Background: an optimization exercise with open tools, aiming at small area. Do not read the settings as production practice.
The RTL was checked by simulation tests, not by an equivalence proof against the original design.
The clock port is modelled as an ideal driver, which makes a skipped or thinned clock tree look cheaper than it is; a real chip needs a root buffer or a tree.
Power is estimated from default activity; no workload was simulated.

Setup of build 85:
// vga_shape_detector
module vga_shape_detector (
	input         clk,
	input         reset,
	input  [7:0]  mem_rdata,
	output [14:0] mem_raddr,
	output [7:0]  vga_color,
	output        vga_hsync_n,
	output        vga_vsync_n,
	output [2:0]  result
);
==> flow/config.mk <==
export PLATFORM = sky130hd
export DESIGN_NAME = vga_shape_detector
export DESIGN_NICKNAME = vga_shape_detector
export VERILOG_FILES = /design/flow/design.v
export SDC_FILE = /design/flow/constraint.sdc
export NUM_CORES = 4
export LEC_CHECK = 0
export CAP_MARGIN = 20
export CORE_MARGIN = 2
export CORE_UTILIZATION = 70
export GPL_TIMING_DRIVEN = 0
export PLACE_DENSITY = 0.8
export SLEW_MARGIN = 20
==> flow/constraint.sdc <==
create_clock -name core_clock -period 40.0 [get_ports {clk}]
set_input_delay 8.0000 -clock core_clock [delete_from_list [all_inputs] [get_ports {clk}]]
set_output_delay 8.0000 -clock core_clock [all_outputs]
set_load 0.01 [all_outputs]
standard.sh (not shown) runs the stock make flow with config.mk's settings and CLKGATE_MAP_FILE= SYNTH_SCRIPT=/design/flow/synth_recipe.tcl, a recipe that flattens the netlist after the stock synthesis.
==> flow/flow/run.sh <==
#!/bin/bash
# Layout flow: the standard ORFS flow (standard.sh) with these changes:
#  - synthesis: ORFS's own synth.tcl, but without the Kogge-Stone carry
#    lookahead map and the full/half-adder extraction, and with an area-
#    oriented ABC script (flow/area.script). Registers are mapped exactly as
#    in the standard synthesis (same passes up to and including dfflibmap).
#  - port buffers: buf_1 on every input and output port.
#  - clock tree: flow/cts.tcl (a root buffer and a grid of leaf buffers) in
#    place of ORFS's CTS step.
# Each tool's output goes to a log file in the work folder.
set -euo pipefail
W=$(pwd)
F=$W/flow

# synthesis script: the standard flow's wrapper around ORFS's synth.tcl, pointed at a
# modified copy of synth.tcl
python3 - "$FLOW_HOME/scripts/synth.tcl" "$W/synth_recipe.tcl" "$F" "$W" <<'PY'
import sys
synth, bench, fdir, work = sys.argv[1:]
s = open(synth).read()
def sub(old, new):
    global s
    if old not in s:
        sys.exit("synth.tcl: pattern not found: " + old)
    s = s.replace(old, new, 1)
sub('source $::env(SCRIPTS_DIR)/synth_preamble.tcl\n',
    'source $::env(SCRIPTS_DIR)/synth_preamble.tcl\n'
    'set abc_args [list -script %s/area.script {*}$lib_args {*}$lib_dont_use_args'
    ' -constr $::env(OBJECTS_DIR)/abc.constr]\n' % fdir)
sub('"-extra-map $::env(FLOW_HOME)/platforms/common/lcu_kogge_stone.v"', '')
sub('[dont_use_adder_kinds] ne "none"', '[dont_use_adder_kinds] ne "none" && 0')
open(work + '/my_synth_core.tcl', 'w').write(s)
b = open(bench).read()
old = 'source $::env(SCRIPTS_DIR)/synth.tcl'
if old not in b:
    sys.exit("synth_recipe.tcl: pattern not found")
open(work + '/my_synth.tcl', 'w').write(b.replace(old, 'source ' + work + '/my_synth_core.tcl'))
PY

# The standard flow's layout command with the synthesis script swapped and port buffers
# of buf_1
sed -e "s#SYNTH_SCRIPT=[^ ]*#SYNTH_SCRIPT=$W/my_synth.tcl 'BUFFER_PORTS_ARGS=-buffer_cell sky130_fd_sc_hd__buf_1' 'CTS_ARGS=-sink_clustering_enable -repair_clock_nets -dont_use_dummy_load'#" \
    standard.sh > my_standard.sh
grep -q "my_synth.tcl" my_standard.sh

bash my_standard.sh synth > $W/synth.log 2>&1
bash my_standard.sh place > $W/place.log 2>&1
export MY_CTS_PORT=clk MY_CTS_ROOT=sky130_fd_sc_hd__clkbuf_8
export MY_CTS_BUF=sky130_fd_sc_hd__clkbuf_8 MY_CTS_KX=3 MY_CTS_KY=2
bash my_standard.sh run RUN_SCRIPT=$F/cts.tcl RUN_LOG_NAME_STEM=4_1_cts > $W/cts.log 2>&1
test -f $W/orfs/results/*/vga_shape_detector/base/4_1_cts.odb
bash my_standard.sh > $W/layout.log 2>&1
test -f $W/out/final.def
Other scripts of this flow, unchanged in this note and not shown: flow/flow/area.script, flow/flow/cts.tcl
#### Input delta (build 51 over build 85)
Settings: GPL_TIMING_DRIVEN: 0 -> unset.
--- outcome ---
From build 85 to build 51 the numbers moved as follows: final design area excluding fillers dropped 0.93%, met1 layer usage reported by global route climbed 0.59 points. The final critical-path required period reported for build 51 is smaller than that of build 85 by 0.027 ns. Relative to build 85, the first-pass GRT wire length measured on build 51 has decreased by a few percent. The wire length of build 51 was superior to that of build 85. Against build 85 as the reference, build 51 delivers a lower number of placed cells counting well taps. Relative to build 85, share of total power in combinational logic has gone down in build 51. Going from build 85 to build 51, via count of the first global-routing pass went down, area added between synthesis and finish fell by 1.0 points.
Here is what was changed in the inputs of build 72 compared with build 51.
Settings: a change of SLEW_MARGIN from 20 to 0; a change of CAP_MARGIN from 20 to 0.
[summary]
As far as cell count is concerned, build 51 and build 72 perform about the same.
Changes observed in build 72 relative to build 51: power share of the clock group has remained practically unchanged; starting density of the core has remained practically unchanged.
Build 72 | status: complete | timing, DRC, antenna: pass
Setup changes, build 72 to build 53
Settings: an added GPL_TIMING_DRIVEN of 0.
Results
Build 53 and build 72 ended up with roughly the same time the worst path needs with I/O delays and setup. ~same final hold slack in build 72 and build 53. Clock skew of build 72 is on par with build 53. Diff build 72 -> build 53 | wire length of the first global-routing pass | up slightly. Relative to build 72, worst setup slack after placement decreased by 0.0037 ns in build 53.
No run of this note takes its clock network from TritonCTS; it comes from the design's own scripts or RTL.

== run 1 ==
The RTL this note starts from:
==> flow/design.v <==
module VGA_DRIVER (
	input         CLOCK,
	input         RESET,
	input  [7:0]  PIXEL_COLOR_IN,
	output reg [9:0]  PIXEL_X,
	output reg [10:0] PIXEL_YL,
	output reg    TOP,
	output [14:0] ADDRESS,
	output [7:0]  PIXEL_COLOR_OUT,
	output        H_SYNC_NEG,
	output        V_SYNC_NEG,
	output        X_END
);
wire [9:0]  x  = PIXEL_X;
wire [10:0] yl = PIXEL_YL;
assign X_END = x[9] & x[8] & x[4] & x[3] & x[1];                           
wire y_end = yl[10] & yl[9] & !yl[8] & yl[7] & !yl[4] & yl[2] & !yl[1];    
wire y_143 = yl[10] & !yl[6] & yl[5] & !yl[4] & !yl[3] & yl[2] & !yl[1] & yl[0];
assign ADDRESS = {x[9:4] + yl, x[3:0]};
assign PIXEL_COLOR_OUT = (x < 10'd640) ? PIXEL_COLOR_IN : 8'b0;
assign H_SYNC_NEG = !(x >= 10'd656 && x < 10'd752);
assign V_SYNC_NEG = !((yl[10] & !yl[9] & yl[8] & !yl[5] & yl[3] & yl[1] & !yl[0]) |
                      (!yl[9] & !yl[7] & !yl[6] & yl[4] & yl[3] & !yl[2] & !yl[1]));
always @(posedge CLOCK) begin
	if (RESET) begin
		PIXEL_X  <= 10'd0;
		PIXEL_YL <= 11'd0;
		TOP      <= 1'b1;
	end else if (X_END) begin
		PIXEL_X  <= 10'd0;
		PIXEL_YL <= y_end ? 11'd0 : PIXEL_YL + 11'd11;
		TOP      <= y_end | (TOP & !y_143);
	end else begin
		PIXEL_X  <= PIXEL_X + 10'd1;
	end
end
endmodule
module ZONE_STORE (
	input      CLK,
	input      CNT,        
	input      LINE_END,   
	input      [2:0] BIT,  
	input      W2, W3,
	input      TAP2,       
	output     C_BIT,      
	output     P1_BIT,     
	output     P2_BIT      
);
reg [6:0] C;
reg [7:0] P1, P2;
assign C_BIT  = BIT == 3'd7 ? 1'b0 : C[BIT];
assign P1_BIT = TAP2 ? P1[5] : P1[3];
assign P2_BIT = P2[0];
always @(posedge CLK) begin
	C  <= LINE_END ? 7'd0 : C + CNT;
	P1 <= {P1[6:0], W3 ? C_BIT : P1[7]};
	P2 <= {P2[6:0], W2 ? P1[0] : P2[7]};
end
endmodule
module IMAGE_PROCESSOR (
	input        CLK,
	input        RESET,
	input  [7:0] PIXEL_IN,
	input  [9:0] VGA_PIXEL_X,
	input [10:0] VGA_PIXEL_YL,    
	input        X_END,
	input        VGA_VSYNC_NEG,
	output reg [2:0] RESULT
);
wire [1:0] pr = PIXEL_IN[7:6];
wire [1:0] pg = PIXEL_IN[4:3];
wire [1:0] pb = PIXEL_IN[1:0];
wire is_red  = (pr > pb) && (pr > pg);
wire is_blue = (pb > pr) && (pb >= pg);
wire [9:0]  x  = VGA_PIXEL_X;
wire [10:0] yl = VGA_PIXEL_YL;
wire [4:0] zl;
assign zl[0] = yl[9] & !yl[7] & !yl[6] & !yl[4] & !yl[3] & yl[2] & yl[1];
assign zl[1] = yl[9] & yl[7] & !yl[6] & !yl[5] & yl[4] & !yl[3] & yl[2];
assign zl[2] = yl[9] & yl[8] & !yl[7] & !yl[6] & !yl[5] & yl[4] & !yl[2];
assign zl[3] = yl[9] & yl[8] & yl[7] & !yl[6] & !yl[5] & yl[4] & yl[2];
assign zl[4] = !yl[9] & !yl[7] & !yl[6] & !yl[5] & !yl[4] & !yl[2] & yl[1] & !yl[0];
wire zline = |zl;
wire in_zone = zline && (x >= 10'd48) && (x <= 10'd128);
wire [6:0] xw = x[9:3];
wire wa_r = zline && xw == 7'd17;    
wire wb_r = zline && xw == 7'd18;    
wire wa_b = zline && xw == 7'd19;    
wire wb_b = zline && xw == 7'd20;    
wire w2   = zline && xw == 7'd21;    
wire w3   = zline && xw == 7'd22;    
wire first = x[2:0] == 3'd0;
wire last  = x[2:0] == 3'd7;
wire tap2 = zl[1] | zl[4];
wire cr, p1r, p2r, cb, p1b, p2b;
ZONE_STORE zr (.CLK(CLK), .CNT(is_red & in_zone), .LINE_END(X_END), .BIT(~x[2:0]),
	.W2(w2), .W3(w3), .TAP2(tap2), .C_BIT(cr), .P1_BIT(p1r), .P2_BIT(p2r));
ZONE_STORE zb (.CLK(CLK), .CNT(is_blue & in_zone), .LINE_END(X_END), .BIT(~x[2:0]),
	.W2(w2), .W3(w3), .TAP2(tap2), .C_BIT(cb), .P1_BIT(p1b), .P2_BIT(p2b));
wire blue = wa_b | wb_b;
wire wa = wa_r | wa_b;
wire wb = wb_r | wb_b;
wire c = blue ? cb : cr;
wire p = blue ? (wa ? p1b : p2b) : (wa ? p1r : p2r);
reg u;    
wire und = first | u;
wire dec = und & (c ^ p);             
wire eq  = last & und & !(c ^ p);     
wire fail_lt = (dec & !c) | eq;       
wire fail_gt = (dec & c) | eq;        
wire kill_tri = wa & fail_lt;
wire kill_dia = (wa & ((zl[1] & fail_lt) | (zl[4] & fail_gt))) |
                (wb & ((zl[2] & fail_lt) | (zl[4] & fail_gt)));
wire start = zl[1] & first;    
reg red_tri, red_dia, blue_tri, blue_dia;
always @(posedge CLK) begin
	u <= und & !(c ^ p);
	if (wa_r & start) begin
		red_tri <= !kill_tri;
		red_dia <= !kill_dia;
	end else if (!blue) begin
		if (kill_tri) red_tri <= 1'b0;
		if (kill_dia) red_dia <= 1'b0;
	end
	if (wa_b & start) begin
		blue_tri <= !kill_tri;
		blue_dia <= !kill_dia;
	end else if (blue) begin
		if (kill_tri) blue_tri <= 1'b0;
		if (kill_dia) blue_dia <= 1'b0;
	end
end
reg [15:0] RED, BLUE;
wire vs = !VGA_VSYNC_NEG;
wire clear = RESET | (vs & X_END & yl[0]);
wire b_gt_r = BLUE > RED;
wire b_eq_r = BLUE == RED;
always @(posedge CLK) begin
	RED  <= clear ? 16'd0 : RED  + (is_red  & !vs);
	BLUE <= clear ? 16'd0 : BLUE + (is_blue & !vs);
	if (RESET)
		RESULT <= 3'd0;
	else if (vs) begin
		if (b_gt_r && BLUE > 16'd17000)
			RESULT <= blue_tri ? 3'd1 : blue_dia ? 3'd2 : 3'd3;
		else if (!b_gt_r && !b_eq_r && RED > 16'd17000)
			RESULT <= red_tri ? 3'd4 : red_dia ? 3'd5 : 3'd6;
		else
			RESULT <= 3'd0;
	end
end
endmodule
module vga_shape_detector (
	input         clk,
	input         reset,
	input  [7:0]  mem_rdata,
	output [14:0] mem_raddr,
	output [7:0]  vga_color,
	output        vga_hsync_n,
	output        vga_vsync_n,
	output [2:0]  result
);
localparam BLUE = 8'b000_000_11;
wire [9:0]  x;
wire [10:0] yl;    
wire        top;   
wire        x_end;
wire in_image = (x < 10'd176) && top;
VGA_DRIVER driver (
	.CLOCK(clk),
	.RESET(reset),
	.PIXEL_COLOR_IN(in_image ? mem_rdata : BLUE),
	.PIXEL_X(x),
	.PIXEL_YL(yl),
	.TOP(top),
	.ADDRESS(mem_raddr),
	.PIXEL_COLOR_OUT(vga_color),
	.H_SYNC_NEG(vga_hsync_n),
	.V_SYNC_NEG(vga_vsync_n),
	.X_END(x_end)
);
IMAGE_PROCESSOR proc (
	.CLK(clk),
	.RESET(reset),
	.PIXEL_IN(mem_rdata),
	.VGA_PIXEL_X(x),
	.VGA_PIXEL_YL(yl),
	.X_END(x_end),
	.VGA_VSYNC_NEG(vga_vsync_n),
	.RESULT(result)
);
endmodule
clock: 40.0 ns
lec_check: 0
cap_margin: 20
core_margin: 2
core_utilization: 70
place_density: 0.8
slew_margin: 20
==> flow/flow/area.script <==
strash
ifraig
scorr
dc2
strash
balance -l
resub -K 6 -l
rewrite -l
resub -K 6 -N 2 -l
refactor -l
resub -K 8 -l
balance -l
resub -K 8 -N 2 -l
rewrite -l
resub -K 10 -l
rewrite -z -l
resub -K 10 -N 2 -l
balance -l
resub -K 12 -l
refactor -z -l
resub -K 12 -N 2 -l
rewrite -z -l
balance -l
balance
rewrite
refactor
balance
rewrite
rewrite -z
balance
refactor -z
rewrite -z
balance
&get -n
&deepsyn -J 100 -T 600
&put
dch -f
amap
topo
Scripts as last shown in full above: flow/flow/run.sh
Other scripts of this flow, unchanged in this note and not shown: flow/flow/cts.tcl
Per the final summary, run 1 finished and its layout is clean on timing, DRC and antenna.
Inputs modified between run 1 and run 2:
--- a/flow/flow/area.script
+++ b/flow/flow/area.script
@@ -35 +35 @@
-&deepsyn -J 100 -T 600
+&deepsyn -J 30 -T 200
--- a/flow/config.mk
+++ b/flow/config.mk
@@ -8 +8 @@
-export CAP_MARGIN = 20
+export CAP_MARGIN = 10
@@ -12 +12 @@
-export SLEW_MARGIN = 20
+export SLEW_MARGIN = 10
[summary]
Run 2 — combinational power share 3.0 points higher, run 1 as reference
Worst-case vdd ir drop, run 1 and run 2, lower one = run 1.
The synthesized area per cell on run 1 is in line with that on run 2.
Of run 2 and run 1, it is run 2 that has the higher global-route usage.
Fmax: lower on run 1
Any difference in routed length per placed instance between run 1 and run 2 is small enough to ignore.
Compared with run 1, in run 2 post-placement setup slack +0.054 ns, via count went down by about 0.32%.
What run 3 does differently from run 2 at the input level:
--- a/flow/config.mk
+++ b/flow/config.mk
@@ -8 +8 @@
-export CAP_MARGIN = 10
+export CAP_MARGIN = 20
@@ -12 +12 @@
-export SLEW_MARGIN = 10
+export SLEW_MARGIN = 20
Findings:
- Re smallest setup slack after layout: no difference whatsoever between run 2 and run 3.
- Delta (run 3 minus run 2): highest clock rate barely changed; final number of max-transition violations barely changed; worst setup slack before clock tree synthesis barely changed.
- Diff run 3..run 2 | routed via count | unchanged
- On die span in x, run 3 and run 2 are basically level.
- Run 2 → run 3: number of hold violations in the final report ~0 delta, portion of total power attributed to combinational logic ~0 delta, overall power consumption ~0 delta.
No run of this note takes its clock network from TritonCTS; it comes from the design's own scripts or RTL.

==> static timing again, ports no longer ideal <==
Ports are ideal in the flow. The routed layouts listed here were re-timed in OpenROAD. Step 1 assumes that a clkbuf_16 drives the clock port and a buf_2 every other input. Step 2 also shifts input and output timing later by t, the mid clock arrival at the registers, as if the neighbouring blocks saw the same clock. Three values: ideal ports, drivers, drivers and shift; two values: the first two.
run	t, ns	setup WS [ns]	hold WS [ns]	worst data-port slew with drivers (ns)
build 85	0.396	23.469 / 23.447 / 23.447	0.335 / 0.335 / 0.335	0.03
build 51	0.388	23.496 / 23.472 / 23.472	0.335 / 0.335 / 0.335	0.04
build 72	0.394	23.489 / 23.466 / 23.466	0.335 / 0.335 / 0.335	0.04
build 53	0.396	23.487 / 23.465 / 23.465	0.335 / 0.335 / 0.335	0.03
run 1	0.382	23.461 / 23.433 / 23.433	0.329 / 0.329 / 0.329	0.03
run 2	0.381	23.520 / 23.498 / 23.498	0.328 / 0.328 / 0.328	0.03
run 3	0.381	23.520 / 23.498 / 23.498	0.328 / 0.328 / 0.328	0.03
After both steps every run listed still meets setup and hold. For run 1, which loses most, drivers alone change the setup slack by -0.028 ns; drivers and shift together by -0.028 ns.
